Context: an optimization exercise on an open-source flow, tuned for small area and a short achievable clock period. The choices shown serve that exercise and are no tape-out recipe.
In this exercise RTL edits were held to simulation tests only and were not proved equivalent to the original.
Power and IR drop assume default switching activity.

## main
Design top_FFT, start of the top module:
module top_FFT(
    output [24-1:0] out,
    input  [24-1:0] in,
    input clk, reset
);
    wire m, s1, s2, s3, s4, s3n, k3t, mI1, m1p1, m1n1, m11, m21;
    wire [2:0] k1t, k1p;
    wire [1:0] k2t, k2p;
    fft_ctrl ctrl(.clk(clk), .reset(reset), .m(m),
                  .s1(s1), .s2(s2), .s3(s3), .s4(s4),
                  .k1t(k1t), .k1p(k1p), .k2t(k2t), .k2p(k2p),
                  .mI1(mI1), .m1p1(m1p1), .m1n1(m1n1), .m11(m11), .m21(m21),
                  .s3n(s3n), .k3t(k3t));
    reg [23:0] r_in, r12, r23, r34, r_out;
    reg [23:0] a0, a1, a2, a3, a4, a5;
    reg [25:0] a6;
    reg [57:0] a7;
    reg [23:0] b0;
    reg [25:0] b1, b2;
    reg [49:0] b3;
    reg [23:0] c0;
    reg [25:0] c1;
    reg [23:0] d0;
    wire [11:0] a7sr = a7[57:46], a7cr = a7[40:29], a7si = a7[28:17], a7ci = a7[11:0];
    wire        a7nr = a7[45] | (a7[44] & (a7[43] | (a7[42] & a7[41])));
    wire        a7ni = a7[16] | (a7[15] & (a7[14] | (a7[13] & a7[12])));
    wire [11:0] b3sr = b3[49:38], b3cr = b3[36:25], b3si = b3[24:13], b3ci = b3[11:0];
    wire        b3nr = b3[37],    b3ni = b3[12];
    wire [12:0] c1xr = c1[25:13], c1xi = c1[12:0];
    wire [23:0] sum1, dif1, sum2, dif2, sum3, dif3, sum4, dif4;
    Butterfly bf1(.C1(sum1), .C2(dif1),
                  .Xr(s1 ? {a7sr[11], a7sr} : {a7sr, a7nr}),
                  .Xi(s1 ? {a7si[11], a7si} : {a7si, a7ni}),
                  .Yr(s1 ? {r_in[23], r_in[23:12]} : {a7cr, a7nr}),
                  .Yi(s1 ? {r_in[11], r_in[11:0]}  : {a7ci, a7ni}), .R(r_in));
    Butterfly bf2(.C1(sum2), .C2(dif2),
                  .Xr(s2 ? {b3sr[11], b3sr} : {b3sr, b3nr}),
                  .Xi(s2 ? {b3si[11], b3si} : {b3si, b3ni}),
                  .Yr(s2 ? {r12[23], r12[23:12]} : {b3cr, b3nr}),
                  .Yi(s2 ? {r12[11], r12[11:0]}  : {b3ci, b3ni}), .R(r12));
    Butterfly bf3(.C1(sum3), .C2(dif3), .Xr(c1xr), .Xi(c1xi),
                  .Yr(s3 ? {r23[23], r23[23:12]} : {12'd0, c1xr[0]}),
  ...
For scale: about 3,600 cells after synthesis, roughly 50 I/O pins, ~34,000 µm² of cells after synthesis.
export LEC_CHECK = 0
export CAP_MARGIN = 40
export CORE_MARGIN = 2
export CORE_UTILIZATION = 40
export SLEW_MARGIN = 60
create_clock -name core_clock -period 10.0 [get_ports {clk}]
standard.sh (not shown) runs the stock make flow with config.mk's settings and CLKGATE_MAP_FILE= SYNTH_SCRIPT=/design/flow/synth_recipe.tcl, a recipe that flattens the netlist after the stock synthesis.
==> flow/flow/run.sh <==
#!/bin/bash
# Layout flow: the standard.sh (unchanged synthesis and ORFS steps) with
#  - port buffers of a plain buffer cell instead of the default delay cell,
#  - clock tree synthesis without dummy loads and with larger sink clusters,
#  - the resizer's setup repair aiming at a larger slack margin,
#  - after synthesis, inverters pushed through full adders (flow/bubble.py;
#    registers and all other cells untouched).
# Each tool's output goes to a log file in this folder.
set -euo pipefail
export BUFFER_PORTS_ARGS="-buffer_cell sky130_fd_sc_hd__buf_2"
export CTS_ARGS="-sink_clustering_enable -repair_clock_nets -dont_use_dummy_load -sink_clustering_size 24 -sink_clustering_max_diameter 100"
export SETUP_SLACK_MARGIN=6.5
R=orfs/results/sky130hd/top_FFT/base
bash standard.sh synth > synth.log 2>&1
python3 flow/bubble.py $R/1_2_yosys.v $R/1_2_yosys_bub.v > bubble.log 2>&1
cp $R/1_2_yosys.v $R/1_2_yosys_presub.v
mv $R/1_2_yosys_bub.v $R/1_2_yosys.v
rm -f $R/1_synth.odb
bash standard.sh > standard.log 2>&1
Other scripts of this flow, unchanged in this note and not shown: flow/flow/bubble.py
main: flow completed, timing, DRC and antenna clean
Setup changes, main to the feature branch
--- a/flow/flow/run.sh
+++ b/flow/flow/run.sh
@@ -3,3 +3,3 @@
 #  - port buffers of a plain buffer cell instead of the default delay cell,
-#  - clock tree synthesis without dummy loads and with larger sink clusters,
+#  - clock tree synthesis without dummy loads,
 #  - the resizer's setup repair aiming at a larger slack margin,
@@ -10,3 +10,3 @@
 export BUFFER_PORTS_ARGS="-buffer_cell sky130_fd_sc_hd__buf_2"
-export CTS_ARGS="-sink_clustering_enable -repair_clock_nets -dont_use_dummy_load -sink_clustering_size 24 -sink_clustering_max_diameter 100"
+export CTS_ARGS="-sink_clustering_enable -repair_clock_nets -dont_use_dummy_load"
 export SETUP_SLACK_MARGIN=6.5
Findings:
Global-route met3 utilization: the feature branch > main. On later-pin clock latency in the skew report, the feature branch and main are basically level. In the tables for the feature branch and main, logic gate share of total power reads lower with the feature branch. Summary of the feature branch over main: met2 layer usage reported by global route moved up; non-clock buffer count +11%; number of logic inverters in the finished layout about even; worst-case vdd ir drop decreased by 12% relative to the old numbers. Diff main -> the feature branch | critical path depth | increase of 1. Compared the feature branch vs main, and sequential share of layout area is down in the feature branch.

[separate check: timing with driven ports]
No port has a modelled driver above. Below, the same layouts with a new extraction and two added sets of constraints. Step 1 (the two cells are an assumption about what drives the block):
set clk [get_ports {clk}]
set_driving_cell -lib_cell sky130_fd_sc_hd__clkbuf_16 $clk
set_driving_cell -lib_cell sky130_fd_sc_hd__buf_2 [delete_from_list [all_inputs] $clk]
Step 2, shift: input delay + t, output delay - t, t = (earliest + latest rising clock arrival at the registers) / 2. This alone moves slack from input paths to output paths. Three values: ideal ports, drivers, drivers and shift; two values: the first two.
| run | t, ns | setup WS [ns] | clock arrival spread, ns | worst register clock-pin slew, ns | worst data-port slew with drivers (ns) |
|---|---|---|---|---|---|
| main | 0.673 | 6.497 / 6.497 / 6.324 | 0.046 / 0.046 | 0.10 / 0.10 | 0.10 |
| the feature branch | 0.655 | 6.380 / 6.380 / 6.290 | 0.071 / 0.071 | 0.06 / 0.06 | 0.10 |
After both steps every run listed still meets setup and hold. For main, which loses most, drivers alone change the setup slack by 0.000 ns; drivers and shift together by -0.173 ns.
